What follows belongs to an exercise in optimizing a design on an open flow for small area and a short achievable clock period; a production flow would make more cautious choices.
No run shown here included a check of the RTL's function; only the layout flow was run.

## flow/design.v (module list and top-level ports; edited modules follow where they fit)
// module rdy_gate: 6 lines
// module nor2c: 3 lines
// module rdy_t2: 3 lines
// module and2c: 3 lines
// module nor3m: 3 lines
// module ao_en: 3 lines
// module perceptron_ctrl: 33 lines
// module perceptron_dp: 1104 lines
// module booth_enc: 4 lines
// module ao22m: 3 lines
// module mux2m: 3 lines
// module oa22m: 3 lines
// module invm: 3 lines
// module oai22m: 3 lines
// module nor2m: 3 lines
// module or2m: 3 lines
// module xor2m: 3 lines
// module xnor2m: 3 lines
// module fa: 4 lines
// module ha: 4 lines
// module perceptron_top: 44 lines
module perceptron_top #(
    parameter WIDTH = 16
  ) (
    input clk,
    input reset,
    input      val_i,
    output     rdy_o,
    output     val_o,
    input      rdy_i,
    input  [1:0] W1W0b_en_i,
    input        b_i,
    input        W0_i,
    input        W1_i,
    input signed [WIDTH-1:0] X0_i,
    input signed [WIDTH-1:0] X1_i,
    output     Y_o
);
  // ...
==> flow/flow/run.sh <==
#!/bin/bash
# The standard layout (standard.sh: unchanged synthesis and steps), with
#  - the port buffers made of a plain buffer cell instead of the delay buffer
#    that buffer_ports picks by default, and
#  - setup repair limited to resizing gates and swapping pins (no buffer
#    insertion or gate cloning).
# ORFS keeps each step's full log under orfs/logs/; make's own output goes to
# make.log here.
set -euo pipefail
bash standard.sh BUFFER_PORTS_ARGS="-buffer_cell sky130_fd_sc_hd__buf_1" \
  SETUP_MOVE_SEQUENCE="unbuffer,sizeup,swap" finish > make.log 2>&1
==> flow/standard.sh <==
#!/bin/bash
# synth_recipe.tcl (not shown) runs the flow's synth.tcl, then flattens the netlist and writes it again
# the make line also repeats each setting of config.mk as NAME=value (left out here)
make -C /OpenROAD-flow-scripts/flow DESIGN_CONFIG=/design/flow/config.mk WORK_HOME=/design/flow/orfs CLKGATE_MAP_FILE= SYNTH_SCRIPT=/design/flow/synth_recipe.tcl "${@:-finish}"
==> flow/config.mk <==
export PLATFORM = sky130hd
export DESIGN_NAME = perceptron_top
export DESIGN_NICKNAME = perceptron_top
export VERILOG_FILES = /design/flow/design.v
export SDC_FILE = /design/flow/constraint.sdc
export NUM_CORES = 4
export LEC_CHECK = 0
export CAP_MARGIN = 20
export CORE_MARGIN = 2
export CORE_UTILIZATION = 55
export CTS_BUF_LIST = sky130_fd_sc_hd__clkbuf_8
export SETUP_SLACK_MARGIN = 4.6
export SLEW_MARGIN = 20
export SYNTH_HIERARCHICAL = 1
export SYNTH_MINIMUM_KEEP_SIZE = 0
==> flow/constraint.sdc <==
create_clock -name core_clock -period 9.0 [get_ports {clk}]
set_input_delay 1.8000 -clock core_clock [delete_from_list [all_inputs] [get_ports {clk}]]
set_output_delay 1.8000 -clock core_clock [all_outputs]
set_load 0.01 [all_outputs]
==> run notes, run 1 <==
status timing/DRC/antenna clean; mean area per synthesized cell 11.4 sq um; met1 WL 17800 um; Synth Register Bits 135; Post-synth ARST share 0%; post-synthesis xor/xnor area fraction 18.7%; min-delay src ctrl.val_o_reg; fillers 2172; ClkCell Share 2.82%; CTS tree built; Seq Cell Count 135; Min-Delay Path Depth 2; Top reg by flops dp.cs; slowest stage delay, CP 0.60 ns; ANT nets after route 0; critical path class register to register; layout cells sized above 1 11.0%; largest family of logic cells by synthesized area adder cells; Final setup viols 0; Synth Area in Simple Gates 3.46%; min-delay worst type register to register; Fmax 231 MHz; Residual DRC 0; Post-synth top cells 260 x o22ai_1, 256 x xor2_1, 240 x fa_1; Final Cycle Share 48.0%; count leader, synth o22ai_1; Synth area leaders fa_1 35%, dfxtp_1 19%, xor2_1 16%; Compound-Gate Fraction of Synth Area 21.2%; cts repair resizes 36; met3 wire len 2680 um; Vias 11021; # H-tree levels 4; CTS root buffer clkbuf_8; CTS sink count 135
==> module rdy_gate, before the edit <==
module rdy_gate (input rdy_i, input busy, input reset, input [1:0] en, output rdy);
  wire t1, t2;
  nor2c  u_t1 (.a(reset), .b(en[1]), .y(t1));
  rdy_t2 u_t2 (.a(en[0]), .b(busy), .c(rdy_i), .y(t2));
  and2c  u_rd (.a(t1), .b(t2), .y(rdy));
endmodule
==> module perceptron_ctrl, before the edit <==
module perceptron_ctrl (
    input        clk,
    input        reset,
    input  [1:0] W1W0b_en_i,
    output       en_egress,
    output       en_ingress,
    input        val_i,
    output       rdy_o,
    output reg   val_o,
    input        rdy_i
);
reg  val_o_reg;
wire busy = val_o & val_o_reg;
rdy_gate u_rdy_port (.rdy_i(rdy_i), .busy(busy), .reset(reset), .en(W1W0b_en_i), .rdy(rdy_o));
wire go;    
nor3m u_go (.a(reset), .b(W1W0b_en_i[1]), .c(W1W0b_en_i[0]), .y(go));
ao_en u_en_in (.a(rdy_i), .b(busy), .c(go), .y(en_ingress));
wire reset_internal = ~go;
assign en_egress = rdy_i | ~val_o;
always @ (posedge clk)
begin
  if (reset_internal == 1)
  begin
    val_o_reg <= 0;
    val_o     <= 0;
  end else begin
    if (en_ingress == 1)
      val_o_reg <= val_i;
    if (en_egress == 1)
      val_o <= val_o_reg;
  end
end
endmodule
==> module booth_enc, before the edit <==
module booth_enc (input xh, input xm, input xl, output onen, output twon);
  assign onen = ~(xm ^ xl);
  assign twon = ~((xh ^ xm) & ~(xm ^ xl));
endmodule
==> run 2, diff against run 1 <==
--- a/flow/design.v
+++ b/flow/design.v
@@ -1,47 +1,27 @@
 module rdy_gate (input rdy_i, input busy, input reset, input [1:0] en, output rdy);
-  wire t1, t2;
-  nor2c  u_t1 (.a(reset), .b(en[1]), .y(t1));
-  rdy_t2 u_t2 (.a(en[0]), .b(busy), .c(rdy_i), .y(t2));
-  and2c  u_rd (.a(t1), .b(t2), .y(rdy));
-endmodule
-module nor2c (input a, input b, output y);
-  assign y = ~(a | b);
-endmodule
-module rdy_t2 (input a, input b, input c, output y);
-  assign y = ~(a | (b & ~c));
-endmodule
-module and2c (input a, input b, output y);
-  assign y = a & b;
-endmodule
-module nor3m (input a, input b, input c, output y);
-  assign y = ~(a | b | c);
-endmodule
-module ao_en (input a, input b, input c, output y);
-  assign y = (a | ~b) & c;
+  assign rdy = (rdy_i | ~busy) & ~(reset | en[1] | en[0]);
 endmodule
 module perceptron_ctrl (
     input        clk,
     input        reset,
     input  [1:0] W1W0b_en_i,
     output       en_egress,
     output       en_ingress,
     input        val_i,
     output       rdy_o,
     output reg   val_o,
     input        rdy_i
 );
 reg  val_o_reg;
+wire reset_internal = reset | (|W1W0b_en_i);
 wire busy = val_o & val_o_reg;
 rdy_gate u_rdy_port (.rdy_i(rdy_i), .busy(busy), .reset(reset), .en(W1W0b_en_i), .rdy(rdy_o));
-wire go;    
-nor3m u_go (.a(reset), .b(W1W0b_en_i[1]), .c(W1W0b_en_i[0]), .y(go));
-ao_en u_en_in (.a(rdy_i), .b(busy), .c(go), .y(en_ingress));
-wire reset_internal = ~go;
+rdy_gate u_rdy_int  (.rdy_i(rdy_i), .busy(busy), .reset(reset), .en(W1W0b_en_i), .rdy(en_ingress));
 assign en_egress = rdy_i | ~val_o;
 always @ (posedge clk)
 begin
   if (reset_internal == 1)
   begin
     val_o_reg <= 0;
     val_o     <= 0;
   end else begin
@@ -61,51 +41,51 @@
     input        b_i,
     input        W0_i,
     input        W1_i,
     input  [15:0] X0_i,
     input  [15:0] X1_i,
     output Y_o
 );
 reg [15:0] wn0, wn1, b;
-wire shn_w1 = ~(~reset & (W1W0b_en_i == 2'b11));
-wire shn_w0 = ~(~reset & (W1W0b_en_i == 2'b10));
-wire hon_w1 = reset | (W1W0b_en_i == 2'b11);
-wire hon_w0 = reset | (W1W0b_en_i == 2'b10);
-wire sh_b   = ~reset & (W1W0b_en_i == 2'b01);
-wire ho_b   = ~reset & ~(W1W0b_en_i == 2'b01);
+wire sh_w1 = ~reset & (W1W0b_en_i == 2'b11);
+wire sh_w0 = ~reset & (W1W0b_en_i == 2'b10);
+wire sh_b  = ~reset & (W1W0b_en_i == 2'b01);
+wire ho_w1 = ~reset & ~(W1W0b_en_i == 2'b11);
+wire ho_w0 = ~reset & ~(W1W0b_en_i == 2'b10);
+wire ho_b  = ~reset & ~(W1W0b_en_i == 2'b01);
 wire [15:0] wn1_d, wn0_d, b_d;
-oa22m u_w1d [15:0] (.a({wn1[14:0], ~W1_i}), .b(shn_w1), .c(wn1), .d(hon_w1), .y(wn1_d));
-oa22m u_w0d [15:0] (.a({wn0[14:0], ~W0_i}), .b(shn_w0), .c(wn0), .d(hon_w0), .y(wn0_d));
-ao22m u_bd  [15:0] (.a({b[14:0],  b_i}),   .b(sh_b),   .c(b),   .d(ho_b),   .y(b_d));
+ao221m u_w1d [15:0] (.a({wn1[14:0], ~W1_i}), .b(sh_w1), .c(wn1), .d(ho_w1), .e(reset), .y(wn1_d));
+ao221m u_w0d [15:0] (.a({wn0[14:0], ~W0_i}), .b(sh_w0), .c(wn0), .d(ho_w0), .e(reset), .y(wn0_d));
+ao22m  u_bd  [15:0] (.a({b[14:0],  b_i}),  .b(sh_b),  .c(b),  .d(ho_b),  .y(b_d));
 always @ (posedge clk)
 begin
   wn1 <= wn1_d;
   wn0 <= wn0_d;
   b   <= b_d;
 end
-wire [7:0] neg0_d, onen0_d, twon0_d, neg1_d, onen1_d, twon1_d;
+wire [7:0] neg0_d, one0_d, two0_d, neg1_d, one1_d, two1_d;
 genvar gi;
 generate for (gi = 0; gi < 8; gi = gi + 1) begin : g_enc
   booth_enc u_e0 (.xh(X0_i[2*gi+1]), .xm(X0_i[2*gi]), .xl(gi == 0 ? 1'b0 : X0_i[(gi == 0 ? 0 : 2*gi-1)]),
-                  .onen(onen0_d[gi]), .twon(twon0_d[gi]));
+                  .one(one0_d[gi]), .two(two0_d[gi]));
   assign neg0_d[gi] = X0_i[2*gi+1];
   booth_enc u_e1 (.xh(X1_i[2*gi+1]), .xm(X1_i[2*gi]), .xl(gi == 0 ? 1'b0 : X1_i[(gi == 0 ? 0 : 2*gi-1)]),
-                  .onen(onen1_d[gi]), .twon(twon1_d[gi]));
+                  .one(one1_d[gi]), .two(two1_d[gi]));
   assign neg1_d[gi] = X1_i[2*gi+1];
 end endgenerate
 reg [7:0] neg0, onen0, twon0, neg1, onen1, twon1;
 wire [7:0] neg0_n, onen0_n, twon0_n, neg1_n, onen1_n, twon1_n;
 wire en_hold = ~en_ingress;
 ao22m u_hneg0 [7:0] (.a(neg0_d), .b(en_ingress), .c(neg0), .d(en_hold), .y(neg0_n));
-ao22m u_honen0 [7:0] (.a(onen0_d), .b(en_ingress), .c(onen0), .d(en_hold), .y(onen0_n));
-ao22m u_htwon0 [7:0] (.a(twon0_d), .b(en_ingress), .c(twon0), .d(en_hold), .y(twon0_n));
+ao22m u_honen0 [7:0] (.a(~one0_d), .b(en_ingress), .c(onen0), .d(en_hold), .y(onen0_n));
+ao22m u_htwon0 [7:0] (.a(~two0_d), .b(en_ingress), .c(twon0), .d(en_hold), .y(twon0_n));
 ao22m u_hneg1 [7:0] (.a(neg1_d), .b(en_ingress), .c(neg1), .d(en_hold), .y(neg1_n));
-ao22m u_honen1 [7:0] (.a(onen1_d), .b(en_ingress), .c(onen1), .d(en_hold), .y(onen1_n));
-ao22m u_htwon1 [7:0] (.a(twon1_d), .b(en_ingress), .c(twon1), .d(en_hold), .y(twon1_n));
+ao22m u_honen1 [7:0] (.a(~one1_d), .b(en_ingress), .c(onen1), .d(en_hold), .y(onen1_n));
+ao22m u_htwon1 [7:0] (.a(~two1_d), .b(en_ingress), .c(twon1), .d(en_hold), .y(twon1_n));
 always @ (posedge clk)
 begin
   neg0 <= neg0_n; onen0 <= onen0_n; twon0 <= twon0_n;
   neg1 <= neg1_n; onen1 <= onen1_n; twon1 <= twon1_n;
 end
 wire sel1, p2, sel3, p4, sel5, p6, sel7, p8, sel9, p10, sel11, p12;
 wire sel13, p14, sel15, p16, sel17, p18, sel19, p20, sel21, p22, sel23, p24;
 wire sel25, p26, sel27, p28, sel29, p30, sel31, p32, sel33, p34, sel35, p36;
@@ -1082,22 +1062,20 @@
 assign g1136 = c1053 & s1064;
 assign q1137 = c1053 | s1064;
 assign G1138 = g1136 | (q1137 & g1134);
 assign P1139 = q1137 & q1135;
 assign g1140 = s662 & s664;
 assign q1141 = s662 | s664;
 assign G1142 = g1140 | (q1141 & G1129);
 reg [34:0] cs;
-reg eg_q, y_hold;
 always @ (posedge clk)
 begin
-  cs     <= {P1133, G1132, P1139, G1138, s1040, c1025, s1024, c1009, s1008, c989, s988, c969, s968, c945, s944, c921, s920, c893, s892, c865, s864, c833, s832, c801, s800, c769, s768, c741, s740, c713, s712, c689, s688, c665, G1142};
-  eg_q   <= en_egress;
-  y_hold <= Y_o;
+  if (en_egress == 1)
+    cs <= {P1133, G1132, P1139, G1138, s1040, c1025, s1024, c1009, s1008, c989, s988, c969, s968, c945, s944, c921, s920, c893, s892, c865, s864, c833, s832, c801, s800, c769, s768, c741, s740, c713, s712, c689, s688, c665, G1142};
 end
 assign g1143 = cs[1] & cs[2];
 assign q1144 = cs[1] | cs[2];
 assign g1145 = cs[3] & cs[4];
 assign q1146 = cs[3] | cs[4];
 assign g1147 = cs[5] & cs[6];
 assign q1148 = cs[5] | cs[6];
 assign g1149 = cs[7] & cs[8];
@@ -1148,31 +1126,27 @@
 assign P1194 = P1185 & P1183;
 assign G1195 = G1188 | (P1189 & G1186);
 assign P1196 = P1189 & P1187;
 assign G1197 = G1191 | (P1192 & G1190);
 assign G1198 = G1195 | (P1196 & G1193);
 assign P1199 = P1196 & P1194;
 assign G1200 = G1198 | (P1199 & G1197);
 assign G1201 = G1173 | (P1174 & G1200);
-wire y_new = ~(1'b1 ^ G1201);
-mux2m u_ysel (.a(y_new), .b(y_hold), .s(eg_q), .y(Y_o));
+assign Y_o = ~(1'b1 ^ G1201);
 endmodule
-module booth_enc (input xh, input xm, input xl, output onen, output twon);
-  assign onen = ~(xm ^ xl);
-  assign twon = ~((xh ^ xm) & ~(xm ^ xl));
+module booth_enc (input xh, input xm, input xl, output one, output two);
+  assign one = xm ^ xl;
+  assign two = (xh ^ xm) & ~(xm ^ xl);
 endmodule
 module ao22m (input a, input b, input c, input d, output y);
   assign y = (a & b) | (c & d);
 endmodule
-module mux2m (input a, input b, input s, output y);
-  assign y = s ? a : b;
-endmodule
-module oa22m (input a, input b, input c, input d, output y);
-  assign y = (a | b) & (c | d);
+module ao221m (input a, input b, input c, input d, input e, output y);
+  assign y = (a & b) | (c & d) | e;
 endmodule
 module invm (input a, output y);
   assign y = ~a;
 endmodule
 module oai22m (input a, input b, input c, input d, output y);
   assign y = ~((a | b) & (c | d));
 endmodule
 module nor2m (input a, input b, output y);
==> run 2 against run 1 <==
  * Critical path depth down 7
  * First-iteration DRC count increased by 23%
  * Register-to-register slack barely moved
  * Sequential cell count down 2
  * Highest routed layer unchanged
==> run notes, run 2 <==
Fmax 230 MHz (was 231 MHz); Detailed Route WL 44700 um (was 43000 um); Cell Count, Final, Fillers Out 1699 (was 1662); layout cells sized above 1 11.2% (was 11.0%); Residual DRC 0 (unchanged); min-delay worst type register to register (unchanged); Critical Path Fanout Max 8 (was 12); worst relative slew slack 31.8% (was 32.6%); Placed Area 15300 sq um (was 14800 sq um); startpoint type of the worst setup path input pin (was register); antenna cells 0 (unchanged); met2 routed WL 21000 um (was 20300 um); GRT Total Usage 34.4% (was 34.2%); initial antenna violation count 0 (unchanged); CTS tree built (unchanged); critical path's slowest cell a2111oi_2 (was dfxtp_1); total grt overflow 0 (unchanged); Post-synth ARST share 0% (unchanged); RSZ-0062 raised after global routing false (unchanged); routed len/inst 26.3 um (was 25.9 um); HPWL after DPL 31900 um (was 31000 um); Synth Register Bits 133 (was 135); largest net degree at the start of global routing 50 (unchanged); commonest non-fill, non-tap cell in the layout xor2_1 (was o22ai_1); design area 16000 sq um (was 15300 sq um); met3 wire len 3340 um (was 2680 um); Final setup viols 0 (unchanged); slowest stage delay, CP 0.38 ns (was 0.60 ns); ANT nets after route 0 (unchanged); number of flip-flops in the largest register 35 (unchanged); count leader, synth xor2_1 (was o22ai_1); status timing/DRC/antenna clean (unchanged); pre-CTS setup slack 4.27 ns (was 4.43 ns); worst endpoint required time 7.20 ns (was 9.36 ns); largest family of logic cells by synthesized area adder cells (unchanged); 1st-pass router iterations 5 (unchanged); minimum clock period 4.35 ns (was 4.32 ns); critical path class input pin to output pin (was register to register); critical path arrival 2.55 ns (was 4.68 ns); sequential share of the synthesized area 21.0% (was 19.4%); Core Util, Final 61.8% (was 61.1%); Fin Clk Skew 0.0167 ns (was 0.0147 ns); Slew @ Worst Pin 1.02 ns (was 1.01 ns); post-synthesis xor/xnor area fraction 18.1% (was 18.7%); crit path cell chain buf_2, a2111oi_2, buf_1 (was buf_4, o22ai_1, xor2_1, fa_1, fa_1, fa_1, fa_1, fa_1, fa_1, fa_1); post-synthesis adder-cell area fraction 35.5% (was 36.8%); post-CTS setup buffers 0 (unchanged); die height 166 um (was 163 um); Yosys cell types 43 (unchanged); Top Layer Used met4 (unchanged); Area growth, synth to finish 11.1% (was 9.94%); Max Slew Vio Count 0 (unchanged); # nets final 1655 (was 1623); Rows 59 (was 58); first-pass GRT wire length 69700 um (was 67900 um); CTS sink count 133 (was 135); Synth Area in Simple Gates 3.28% (was 3.46%); WP buf/inv 2 (was 1); main flop type after synthesis dfxtp_1 (unchanged); Die Span X 166 um (was 163 um); Top delay family on crit path compound AO/OA/AOI/OAI gates (was adder cells); synthesized cell area 14400 sq um (was 13900 sq um); share of the synthesized area in the top cell type 33.5% (was 34.6%); die footprint 27400 sq um (was 26600 sq um); fillers 2177 (was 2172); # H-tree levels 4 (unchanged); clock buffer count from CTS 17 (unchanged); proportion of synthesized area in mux cells 0.0697% (was 0.180%); Port Buf Inserts 43 (unchanged); CTS root buffer clkbuf_8 (unchanged); most frequent cells in the layout 272 x xor2_1, 264 x o22ai_1, 240 x fa_1, 65 x a22o_1, 49 x dfxtp_1 (was 260 x o22ai_1, 256 x xor2_1, 240 x fa_1, 82 x dfxtp_1, 65 x a22o_1); hold bufs inserted after CTS 0 (unchanged); Warnings, synthesis 8 (unchanged); Final Cycle Share 48.3% (was 48.0%); drt initial violations 1297 (was 1058); met1 WL 17800 um (about the same); worst-skew pair later-pin latency 0.47 ns (about the same); Reg clk slew, reported paths 0.09 ns (was 0.10 ns); Synth area leaders fa_1 33%, xor2_1 17%, dfxtp_1 14% (was fa_1 35%, dfxtp_1 19%, xor2_1 16%); CP endpoint kind output pin (was register); setup TNS 0 ns (unchanged); routability cong. 0.941 (was 0.918); Post-synth top cells 272 x xor2_1, 264 x o22ai_1, 240 x fa_1 (was 260 x o22ai_1, 256 x xor2_1, 240 x fa_1); Compound-Gate Fraction of Synth Area 20.9% (was 21.2%); Post-Place Cells 1667 (was 1630); Setup WS post-layout 4.65 ns (was 4.68 ns); core footprint 25800 sq um (was 25000 sq um); Hold WS 0.486 ns (was 0.484 ns); Fin. Hold Viols 0 (unchanged); Top reg by flops dp.cs (unchanged); Mapped Cells 1240 (was 1218); leading area contributor after synthesis fa_1 (unchanged); Vias 11491 (was 11021); vias in the first global route 11886 (was 11601); initial cell density of the core 55.6% (was 55.5%); max_cap viols 0 (unchanged); Post-synth EDFFs 35 (was 0); Clock Tree Buf Depth 2 (unchanged); mean area per synthesized cell 11.6 sq um (was 11.4 sq um); Ports 44 (unchanged); mean number of vias per cell 6.76 (was 6.63)
[run 2: changes by cell type in the layout (fill, tap and decap cells not counted), sizes merged, moves of 18 or more]
cell / previous run / this run
inv: 19 / 50
nor2: 46 / 28
a221o: 1 / 33
o22a: 34 / 3
edfxtp: 0 / 35
dfxtp: 135 / 98
[run 2: modules after synthesis, one instance, submodules excluded, a selection]
module	copies in the design	cell area [sq um]
perceptron_dp	1	3560
xnor2m	25	8.76
nor2m	16	3.75
fa	240	20.0
or2m	9	6.26
ha	23	12.5
ao221m	32	10.0
rdy_gate	2	18.8
xor2m	256	8.76
oai22m	256	6.26
ao22m	64	8.76
perceptron_ctrl	1	109
booth_enc	16	31.3
[run 2: per-layer routing]
| layer | track usage [%] | up-vias |
|---|---|---|
| met5 | 0 | - |
| met1 | 45.6 | 5815 |
| met4 | 17.1 | 0 |
| met2 | 55.2 | 631 |
| met3 | 5.00 | 153 |
| li1 | - | 4892 |
[run 2: cells by family after synthesis]
family          Yosys count
compound gates          418
xor+xnor                297
fa+ha+maj               264
flops                   133
simple gates             85
buf+inv                  41
other cells               1
mux                       1
[run 2: final timing paths]
| kind | from | end | slack [ns] | cells after the start |
|---|---|---|---|---|
| min reg2reg | dp.neg1[0] | dp.neg1[0] | 0.49 | 1 |
| max | W1W0b_en_i[0] | rdy_o | 4.65 | 3 |
| min | dp.neg1[0] | dp.neg1[0] | 0.49 | 1 |
| max reg2reg | dp.wn0[4] | dp.cs[20] | 4.69 | 9 |
[run 2: what timing repair did]
item	CTS	global route
pin swaps	0	1
gates cloned	0	0
endpoints found under the setup margin	14	9
resized for setup	47	49
[run 2: final cells by class]
class	instances	area, sq um	share of cell area [%]
clock buffer	17	234	1.47
sequential	133	3140	19.7
timing repair buffer	87	568	3.56
multi-input combinational	1071	11200	70.4
clock inverter	15	205	1.29
tap	335	419	2.63
inverter	41	154	0.964

[separate check: timing with driven ports]
The flow's constraints put no driver on any port. The routed layouts listed below were extracted and timed again, unchanged, in two steps.
Step 1 (the two cells are an assumption about what drives the block):
set clk [get_ports {clk}]
set_driving_cell -lib_cell sky130_fd_sc_hd__clkbuf_16 $clk
set_driving_cell -lib_cell sky130_fd_sc_hd__buf_2 [delete_from_list [all_inputs] $clk]
Step 2 moves the port delays by t, midway between the first and last clock arrival at a register: inputs arrive t later, outputs are due t later. That takes back most of the time a late clock gives input paths.
Three values: ideal ports, drivers, drivers and shift; two values: the first two.
run | t (ns) | setup slack, ns | hold WS [ns] | slew at the worst register clock pin (ns) | worst slew at a driven data input, ns
run 1 | 0.514 | 4.677 / 4.661 / 4.677 | 0.484 / 0.484 / 0.484 | 0.10 / 0.10 | 0.06
run 2 | 0.508 | 4.649 / 4.630 / 4.630 | 0.486 / 0.486 / 0.486 | 0.10 / 0.10 | 0.05
After both steps setup and hold are still met in every run listed. For run 2, which loses most, drivers alone change the setup slack by -0.019 ns; drivers and shift together by -0.019 ns.
